From an optimization exercise on the open Yosys and OpenROAD flow, aimed at small area; shortcuts taken in it are not production practice. In this exercise RTL edits were held to simulation tests only and were not proved equivalent to the original. No activity file was given, so power comes from the tool's default toggle rates.

==> inputs of 05-16 <==
==> flow/design.v <==
`timescale 1ns / 1ps
module Top(
    input CLK_PLL,
    input CLK_SR,
    input Data_SR,
    input RST,
    input [5:0] d1,
    input [5:0] d2,
    output wire PMOS1_PS1,
    output wire NMOS2_PS1,
    output wire PMOS2_PS1,
    output wire NMOS1_PS1,
    output wire PMOS1_PS2,
    output wire NMOS2_PS2,
    output wire PMOS2_PS2,
    output wire NMOS1_PS2,
    output wire PMOS_PS3,
    output wire NMOS_PS3,
    output reg SIGNAL_OUTPUT
);
reg [4:0] n;
reg       nsrq;   
reg [4:0] dt;
reg [1:0] ph1, ph2;
reg [3:0] osel;
reg       insel, pssel, ps3, en;
wire cap = CLK_SR & nsrq & ~(n[4] & n[1]);
wire wd  = cap & Data_SR;
wire [3:0] lo = {wd &  n[1] &  n[0], wd &  n[1] & ~n[0],
                 wd & ~n[1] &  n[0], wd & ~n[1] & ~n[0]};
wire h0 = ~n[4] & ~n[3] & ~n[2];
wire h1 = ~n[3] &  n[2];
wire h2 =  n[3] & ~n[2];
wire h3 =  n[3] &  n[2];
wire h4 =  n[4];
wire [17:0] w = {h4 & lo[1], h4 & lo[0],
                 h3 & lo[3], h3 & lo[2], h3 & lo[1], h3 & lo[0],
                 h2 & lo[3], h2 & lo[2], h2 & lo[1], h2 & lo[0],
                 h1 & lo[3], h1 & lo[2], h1 & lo[1], h1 & lo[0],
                 h0 & lo[3], h0 & lo[2], h0 & lo[1], h0 & lo[0]};
always @(posedge CLK_PLL or posedge RST) begin
    if (RST) begin
        n <= 5'd0;
        nsrq <= 1'b0;
        dt <= 5'd0;
        ph1 <= 2'd0;
        ph2 <= 2'd0;
        osel <= 4'd0;
        insel <= 1'b0;
        pssel <= 1'b0;
        ps3 <= 1'b0;
        en <= 1'b0;
    end else begin
        nsrq <= ~CLK_SR;
        if (cap) n <= n + 5'd1;
        dt    <= dt    | w[4:0];
        ph1   <= ph1   | w[6:5];
        ph2   <= ph2   | w[8:7];
        osel  <= osel  | w[12:9];
        insel <= insel | w[13];
        pssel <= pssel | w[15];
        ps3   <= ps3   | w[16];
        en    <= en    | w[17];
    end
end
reg       h;
reg [5:0] u;
wire wrap = &u[5:1];
always @(posedge CLK_PLL or posedge RST) begin
    if (RST) begin
        h <= 1'b0;
        u <= 6'd0;
    end else begin
        h <= h ^ wrap;
        u <= wrap ? 6'd0 : u + 6'd1;
    end
end
wire       nz  = |u[4:0];
wire [4:0] l1  = u[4:0] - {4'd0, ph1[0] & ~u[5]};
wire [4:0] l2  = u[4:0] - {4'd0, ph2[0] & ~u[5]};
wire [5:0] car1 = {ph1[0] ? (~u[5] & nz) : u[5], l1} ^ {6{h ^ (ph1[0] & u[5]) ^ ph1[1]}};
wire [5:0] car2 = {ph2[0] ? (~u[5] & nz) : u[5], l2} ^ {6{h ^ (ph2[0] & u[5]) ^ ph2[1]}};
wire c1 = d1 >= car1;
wire c2 = d2 >= car2;
reg       s1, s2, qq1, qq2;
reg [4:0] k1, k2;
wire      dz   = dt == 5'd0;
wire      sm1  = c1 == s1;
wire      sm2  = c2 == s2;
wire      eq1  = sm1 ? ~|(dt & ~k1) : dz;
wire      eq2  = sm2 ? ~|(dt & ~k2) : dz;
always @(posedge CLK_PLL or posedge RST) begin
    if (RST) begin
        k1 <= 5'd0; k2 <= 5'd0;
    end else begin
        k1 <= sm1 ? k1 + {4'd0, ~eq1} : {4'd0, ~eq1};
        k2 <= sm2 ? k2 + {4'd0, ~eq2} : {4'd0, ~eq2};
    end
end
always @(posedge CLK_PLL) begin
    s1 <= c1; s2 <= c2;
    qq1 <= eq1; qq2 <= eq2;
end
wire q1 = s1 & qq1;
wire q2 = ~s1 & qq1;
wire q3 = s2 & qq2;
wire q4 = ~s2 & qq2;
reg xp1n, xn2, xp2n, xn1;
always @(posedge CLK_PLL) begin
    xp1n <= insel ? ~d1[3] : q1;
    xn2  <= insel ?  d1[0] : q2;
    xp2n <= insel ? ~d1[1] : q3;
    xn1  <= insel ?  d1[2] : q4;
end
wire on = en & ~ps3;
wire g1 = on & pssel;
wire g2 = on & ~pssel;
assign PMOS1_PS1 = ~(g1 & xp1n);
assign NMOS2_PS1 =  g1 & xn2;
assign PMOS2_PS1 = ~(g1 & xp2n);
assign NMOS1_PS1 =  g1 & xn1;
assign PMOS1_PS2 = ~(g2 & xp1n);
assign NMOS2_PS2 =  g2 & xn2;
assign PMOS2_PS2 = ~(g2 & xp2n);
assign NMOS1_PS2 =  g2 & xn1;
assign PMOS_PS3 = ~ps3 | d1[4];
assign NMOS_PS3 =  ps3 & d1[5];
always @(*) begin
    case (osel)
        4'd0: SIGNAL_OUTPUT = PMOS1_PS1;
        4'd1: SIGNAL_OUTPUT = NMOS2_PS1;
        4'd2: SIGNAL_OUTPUT = PMOS2_PS1;
        4'd3: SIGNAL_OUTPUT = NMOS1_PS1;
        4'd4: SIGNAL_OUTPUT = PMOS1_PS2;
        4'd5: SIGNAL_OUTPUT = NMOS2_PS2;
        4'd6: SIGNAL_OUTPUT = PMOS2_PS2;
        4'd7: SIGNAL_OUTPUT = NMOS1_PS2;
        4'd8: SIGNAL_OUTPUT = PMOS_PS3;
        4'd9: SIGNAL_OUTPUT = NMOS_PS3;
        default: SIGNAL_OUTPUT = 1'b0;
    endcase
end
endmodule
==> flow/flow/run.sh <==
#!/bin/bash
# Layout flow:
#  1. the standard synthesis (standard.sh synth), unchanged;
#  2. the combinational logic of that netlist is re-mapped by ABC for area with a few
#     scripts and the smallest result is kept; every register stays as synthesised
#     (same instance names and cells), so the netlist is the same circuit;
#  3. the standard ORFS layout of that netlist, with buf_1 port buffers and a
#     clock tree without dummy loads.
# Each tool's output goes to a log file in this folder.
set -euo pipefail
WORK=$(pwd)
R=$WORK/orfs/results/$FLOW_PLATFORM/Top/base
LIB=$FLOW_HOME/platforms/$FLOW_PLATFORM/lib/sky130_fd_sc_hd__tt_025C_1v80.lib
YOSYS=$FLOW_HOME/../tools/install/yosys/bin/yosys

export BUFFER_PORTS_ARGS="-buffer_cell sky130_fd_sc_hd__buf_1"
export CTS_ARGS="$(cat $WORK/flow/cts_args.txt)"

bash standard.sh synth > $WORK/1_standard_synth.log 2>&1

cp $R/1_2_yosys.v $WORK/std_synth.v
DU=""
for c in $(sed -n '/DONT_USE_CELLS +=/,/^$/p' $FLOW_HOME/platforms/$FLOW_PLATFORM/config.mk | grep -o 'sky130_fd_sc_hd__[a-z0-9_]*'); do
  DU="$DU -dont_use $c"
done

n=0
while IFS= read -r script; do
  [[ -z "$script" || "$script" == \#* ]] && continue
  n=$((n + 1))
  echo "$script" | tr ';' '\n' > $WORK/reopt_$n.abc
  cat > $WORK/reopt_$n.ys <<EOT
read_liberty -ignore_miss_func $LIB
read_verilog $WORK/std_synth.v
hierarchy -top $FLOW_TOP
setattr -mod -set keep_hierarchy 1 sky130_fd_sc_hd__df*
flatten
opt_clean -purge
abc -liberty $LIB $DU -script $WORK/reopt_$n.abc
opt_clean -purge
hilomap -singleton -hicell sky130_fd_sc_hd__conb_1 HI -locell sky130_fd_sc_hd__conb_1 LO
splitnets
opt_clean -purge
rename -enumerate -pattern _ro%_
tee -o $WORK/reopt_$n.area stat -liberty $LIB
select $FLOW_TOP
write_verilog -noattr -noexpr -nohex -nodec -selected $WORK/reopt_$n.v
EOT
  ( timeout 600 $YOSYS -l $WORK/1_reopt_yosys_$n.log -q $WORK/reopt_$n.ys > /dev/null 2>&1 || true ) &
  if (( n % ${NUM_CORES:-4} == 0 )); then wait; fi
done < $WORK/flow/abc_scripts.txt
wait

best=""; besta=""
for i in $(seq 1 $n); do
  [[ -s $WORK/reopt_$i.v && -s $WORK/reopt_$i.area ]] || continue
  a=$(grep -i 'chip area for top module' $WORK/reopt_$i.area | awk '{print $NF}')
  [[ -n "$a" ]] || continue
  echo "script $i area $a" >> $WORK/reopt_summary.txt
  if [[ -z "$besta" ]] || awk "BEGIN{exit !($a < $besta)}"; then best=$i; besta=$a; fi
done
echo "best $best $besta" >> $WORK/reopt_summary.txt
if [[ -n "$best" ]]; then
  cp $WORK/reopt_$best.v $R/1_2_yosys.v
  rm -f $R/1_synth.odb $R/1_synth.sdc
fi
bash standard.sh finish > $WORK/2_standard_finish.log 2>&1
==> flow/flow/abc_scripts.txt <==
# one ABC script per line, commands separated by ';'
strash;dch -f;amap
strash;dc2;dch -f;amap -m -F 4 -A 10
strash;dc2;dc2;dch -f;amap
strash;dch -f;amap;strash;dch -f;amap;strash;dch -f;amap
strash;dc2;dch -f;amap -F 2 -A 20
strash;dc2;dch -f;amap -F 8 -A 40
strash;dc2;dch -f;amap -F 1 -A 100
strash;dc2;dc2;dch -f;amap -F 8 -A 40
strash;&get -n;&deepsyn -T 60;&put;dch -f;amap
strash;&get -n;&deepsyn -T 60;&put;dc2;dch -f;amap -F 8 -A 40
strash;dc2;dch -f;amap -m -F 8 -A 40
strash;dch -f;amap -F 8 -A 40
==> flow/flow/cts_args.txt <==
-sink_clustering_enable -repair_clock_nets -dont_use_dummy_load
==> flow/standard.sh <==
#!/bin/bash
# synth_recipe.tcl (not shown) runs the flow's synth.tcl, then flattens the netlist and writes it again
# the make line also repeats each setting of config.mk as NAME=value (left out here)
make -C /OpenROAD-flow-scripts/flow DESIGN_CONFIG=/design/flow/config.mk WORK_HOME=/design/flow/orfs CLKGATE_MAP_FILE= SYNTH_SCRIPT=/design/flow/synth_recipe.tcl "${@:-finish}"
==> flow/config.mk <==
export PLATFORM = sky130hd
export DESIGN_NAME = Top
export DESIGN_NICKNAME = Top
export VERILOG_FILES = /design/flow/design.v
export SDC_FILE = /design/flow/constraint.sdc
export NUM_CORES = 4
export LEC_CHECK = 0
export CAP_MARGIN = 20
export CORE_MARGIN = 2
export CORE_UTILIZATION = 40
export SLEW_MARGIN = 20
==> flow/constraint.sdc <==
create_clock -name core_clock -period 5.0 [get_ports {CLK_PLL}]
set_input_delay 1.0000 -clock core_clock [delete_from_list [all_inputs] [get_ports {CLK_PLL}]]
set_output_delay 1.0000 -clock core_clock [all_outputs]
set_load 0.01 [all_outputs]
==> inputs of 02-10, as changes to 05-16 <==
==> flow/design.v, changed modules only <==
module Top(
    input CLK_PLL,
    input CLK_SR,
    input Data_SR,
    input RST,
    input [5:0] d1,
    input [5:0] d2,
    output wire PMOS1_PS1,
    output wire NMOS2_PS1,
    output wire PMOS2_PS1,
    output wire NMOS1_PS1,
    output wire PMOS1_PS2,
    output wire NMOS2_PS2,
    output wire PMOS2_PS2,
    output wire NMOS1_PS2,
    output wire PMOS_PS3,
    output wire NMOS_PS3,
    output reg SIGNAL_OUTPUT
);
reg [4:0] n;
reg       srq;
reg [4:0] dt;
reg [1:0] ph1, ph2;
reg [3:0] osel;
reg       insel, pssel, ps3, en;
wire cap = CLK_SR & ~srq & ~(n[4] & n[1]);
wire wd  = cap & Data_SR;
wire [3:0] lo = {wd &  n[1] &  n[0], wd &  n[1] & ~n[0],
                 wd & ~n[1] &  n[0], wd & ~n[1] & ~n[0]};
wire h0 = ~n[4] & ~n[3] & ~n[2];
wire h1 = ~n[3] &  n[2];
wire h2 =  n[3] & ~n[2];
wire h3 =  n[3] &  n[2];
wire h4 =  n[4];
wire [17:0] w = {h4 & lo[1], h4 & lo[0],
                 h3 & lo[3], h3 & lo[2], h3 & lo[1], h3 & lo[0],
                 h2 & lo[3], h2 & lo[2], h2 & lo[1], h2 & lo[0],
                 h1 & lo[3], h1 & lo[2], h1 & lo[1], h1 & lo[0],
                 h0 & lo[3], h0 & lo[2], h0 & lo[1], h0 & lo[0]};
always @(posedge CLK_PLL or posedge RST) begin
    if (RST) begin
        n <= 5'd0;
        srq <= 1'b1;
        dt <= 5'd0;
        ph1 <= 2'd0;
        ph2 <= 2'd0;
        osel <= 4'd0;
        insel <= 1'b0;
        pssel <= 1'b0;
        ps3 <= 1'b0;
        en <= 1'b0;
    end else begin
        srq <= CLK_SR;
        if (cap) n <= n + 5'd1;
        dt    <= dt    | w[4:0];
        ph1   <= ph1   | w[6:5];
        ph2   <= ph2   | w[8:7];
        osel  <= osel  | w[12:9];
        insel <= insel | w[13];
        pssel <= pssel | w[15];
        ps3   <= ps3   | w[16];
        en    <= en    | w[17];
    end
end
reg       h;
reg [5:0] u;
wire wrap = &u[5:1];
always @(posedge CLK_PLL or posedge RST) begin
    if (RST) begin
        h <= 1'b0;
        u <= 6'd0;
    end else begin
        h <= h ^ wrap;
        u <= wrap ? 6'd0 : u + 6'd1;
    end
end
wire [4:0] ul  = u[4:0] - {4'd0, ~u[5]};
wire [5:0] u90 = {~u[5] & (|u[4:0]), ul};
wire       h90 = h ^ u[5];
wire [5:0] uu1 = ph1[0] ? u90 : u;
wire       m1  = (ph1[0] ? h90 : h) ^ ph1[1];
wire [5:0] uu2 = ph2[0] ? u90 : u;
wire       m2  = (ph2[0] ? h90 : h) ^ ph2[1];
wire [5:0] car1 = uu1 ^ {6{m1}};
wire [5:0] car2 = uu2 ^ {6{m2}};
wire c1 = d1 >= car1;
wire c2 = d2 >= car2;
reg       s1, s2, qq1, qq2;
reg [4:0] k1, k2;
wire [4:0] kk1 = (c1 == s1) ? k1 : 5'd0;
wire [4:0] kk2 = (c2 == s2) ? k2 : 5'd0;
wire       lt1 = kk1 < dt;
wire       lt2 = kk2 < dt;
always @(posedge CLK_PLL or posedge RST) begin
    if (RST) begin
        s1 <= 1'b0; s2 <= 1'b0; qq1 <= 1'b0; qq2 <= 1'b0;
        k1 <= 5'd0; k2 <= 5'd0;
    end else begin
        s1 <= c1; s2 <= c2;
        qq1 <= ~lt1; qq2 <= ~lt2;
        k1 <= lt1 ? kk1 + 5'd1 : kk1;
        k2 <= lt2 ? kk2 + 5'd1 : kk2;
    end
end
wire q1 = s1 & qq1;
wire q2 = ~s1 & qq1;
wire q3 = s2 & qq2;
wire q4 = ~s2 & qq2;
reg xp1, xn2, xp2, xn1;
always @(posedge CLK_PLL or posedge RST) begin
    if (RST) begin
        xp1 <= 1'b1; xn2 <= 1'b0; xp2 <= 1'b1; xn1 <= 1'b0;
    end else begin
        xp1 <= insel ? d1[3] : ~q1;
        xn2 <= insel ? d1[0] : q2;
        xp2 <= insel ? d1[1] : ~q3;
        xn1 <= insel ? d1[2] : q4;
    end
end
wire on = en & ~ps3;
wire g1 = on & pssel;
wire g2 = on & ~pssel;
assign PMOS1_PS1 = ~g1 | xp1;
assign NMOS2_PS1 =  g1 & xn2;
assign PMOS2_PS1 = ~g1 | xp2;
assign NMOS1_PS1 =  g1 & xn1;
assign PMOS1_PS2 = ~g2 | xp1;
assign NMOS2_PS2 =  g2 & xn2;
assign PMOS2_PS2 = ~g2 | xp2;
assign NMOS1_PS2 =  g2 & xn1;
assign PMOS_PS3 = ~ps3 | d1[4];
assign NMOS_PS3 =  ps3 & d1[5];
always @(*) begin
    case (osel)
        4'd0: SIGNAL_OUTPUT = PMOS1_PS1;
        4'd1: SIGNAL_OUTPUT = NMOS2_PS1;
        4'd2: SIGNAL_OUTPUT = PMOS2_PS1;
        4'd3: SIGNAL_OUTPUT = NMOS1_PS1;
        4'd4: SIGNAL_OUTPUT = PMOS1_PS2;
        4'd5: SIGNAL_OUTPUT = NMOS2_PS2;
        4'd6: SIGNAL_OUTPUT = PMOS2_PS2;
        4'd7: SIGNAL_OUTPUT = NMOS1_PS2;
        4'd8: SIGNAL_OUTPUT = PMOS_PS3;
        4'd9: SIGNAL_OUTPUT = NMOS_PS3;
        default: SIGNAL_OUTPUT = 1'b0;
    endcase
end
endmodule
==> flow/run.sh (new file) <==
#!/bin/bash
# synth_recipe.tcl (not shown) runs the flow's synth.tcl, then flattens the netlist and writes it again
# the make line also repeats each setting of config.mk as NAME=value (left out here)
make -C /OpenROAD-flow-scripts/flow DESIGN_CONFIG=/design/flow/config.mk WORK_HOME=/design/flow/orfs CLKGATE_MAP_FILE= SYNTH_SCRIPT=/design/flow/synth_recipe.tcl finish
removed: flow/flow/run.sh
removed: flow/flow/abc_scripts.txt
removed: flow/flow/cts_args.txt
removed: flow/standard.sh
==> inputs of 04-25, as changes to 05-16 <==
--- a/flow/design.v
+++ b/flow/design.v
@@ -91,26 +91,29 @@
 wire      eq2  = sm2 ? ~|(dt & ~k2) : dz;
 always @(posedge CLK_PLL or posedge RST) begin
     if (RST) begin
+        s1 <= 1'b0; s2 <= 1'b0; qq1 <= 1'b0; qq2 <= 1'b0;
         k1 <= 5'd0; k2 <= 5'd0;
     end else begin
+        s1 <= c1; s2 <= c2;
+        qq1 <= eq1; qq2 <= eq2;
         k1 <= sm1 ? k1 + {4'd0, ~eq1} : {4'd0, ~eq1};
         k2 <= sm2 ? k2 + {4'd0, ~eq2} : {4'd0, ~eq2};
     end
-end
-always @(posedge CLK_PLL) begin
-    s1 <= c1; s2 <= c2;
-    qq1 <= eq1; qq2 <= eq2;
 end
 wire q1 = s1 & qq1;
 wire q2 = ~s1 & qq1;
 wire q3 = s2 & qq2;
 wire q4 = ~s2 & qq2;
 reg xp1n, xn2, xp2n, xn1;
-always @(posedge CLK_PLL) begin
-    xp1n <= insel ? ~d1[3] : q1;
-    xn2  <= insel ?  d1[0] : q2;
-    xp2n <= insel ? ~d1[1] : q3;
-    xn1  <= insel ?  d1[2] : q4;
+always @(posedge CLK_PLL or posedge RST) begin
+    if (RST) begin
+        xp1n <= 1'b0; xn2 <= 1'b0; xp2n <= 1'b0; xn1 <= 1'b0;
+    end else begin
+        xp1n <= insel ? ~d1[3] : q1;
+        xn2  <= insel ?  d1[0] : q2;
+        xp2n <= insel ? ~d1[1] : q3;
+        xn1  <= insel ?  d1[2] : q4;
+    end
 end
 wire on = en & ~ps3;
 wire g1 = on & pssel;
==> flow/flow/abc_scripts.txt (replaced) <==
# one ABC script per line, commands separated by ';'
strash;dch -f;amap
strash;dc2;dch -f;amap -m -F 4 -A 10
strash;dc2;dc2;dch -f;amap
strash;&get -n;&deepsyn -T 60;&put;dch -f;amap
strash;dch -f;amap;strash;dch -f;amap;strash;dch -f;amap
strash;balance;rewrite;refactor;balance;rewrite;rewrite -z;balance;refactor -z;rewrite -z;balance;dch -f;amap
strash;&get -n;&deepsyn -T 60;&put;dc2;dch -f;amap -m -F 4 -A 10
strash;dc2;dch -f;amap -F 2 -A 20
==> notes <==
The lowest design area belongs to 05-16, the highest to 02-10. In 05-16 the hold slack is worse than in 02-10, by 0.056 ns. Clock power: 02-10 is larger than 04-25 (63%). Of 02-10 and 05-16, 05-16 has the higher worst setup slack (gap 0.21 ns). Sequential cell count is the same in 04-25 and 05-16. The lowest cell count belongs to 04-25, the highest to 02-10.
==> figures <==
	04-25	02-10	05-16
Detailed placer's ending HPWL	3870 µm	4760 µm	4040 µm
Multi-input combinational area share	38.0%	49.4%	39.0%
Clock network latency to the later pin of the worst-skew pair	0.31 ns	0.30 ns	0.30 ns
Sequential-cell power consumption	0.000438 W	0.000622 W	0.000444 W
Power dissipated in combinational cells	0.0000834 W	0.000895 W	0.0000877 W
Worst path required time	5.25 ns	5.19 ns	5.20 ns
Clock group share of total power	28.8%	18.5%	28.2%
Layout Utilization	45.2%	47.1%	46.8%
Run status	finished clean	finished clean	finished clean
Worst hold-check slack	0.476 ns	0.508 ns	0.452 ns
Worst Hold Path EP	xn1	xn2	xn1
Die area	6590 µm²	8430 µm²	6540 µm²
Switching power of the nets	0.000194 W	0.000740 W	0.000197 W

-- port drivers added, routing unchanged --
How much do the figures lean on ideal ports? The routed layouts below were timed once more, with nothing changed but the port constraints. Step 1: set_driving_cell puts a clkbuf_16 on CLK_PLL and a buf_2 on each other input, an assumption about the parent block. Step 2 moves the port delays by t, midway between the first and last clock arrival at a register: inputs arrive t later, outputs are due t later. That takes back most of the time a late clock gives input paths. Three values: ideal ports, drivers, drivers and shift; two values: the first two.
| run | t, ns | setup slack, ns | hold slack, ns | clock arrival spread, ns |
|---|---|---|---|---|
| 05-16 | 0.324 | 0.863 / 0.863 / 0.863 | 0.452 / 0.452 / 0.452 | 0.015 / 0.015 |
| 02-10 | 0.331 | 0.653 / 0.653 / 0.483 | 0.508 / 0.508 / 0.508 | 0.006 / 0.005 |
| 04-25 | 0.323 | 0.840 / 0.840 / 0.840 | 0.476 / 0.476 / 0.476 | 0.029 / 0.029 |
After both steps setup and hold are still met in every run listed. For 02-10, which loses most, drivers alone change the setup slack by 0.000 ns; drivers and shift together by -0.170 ns.
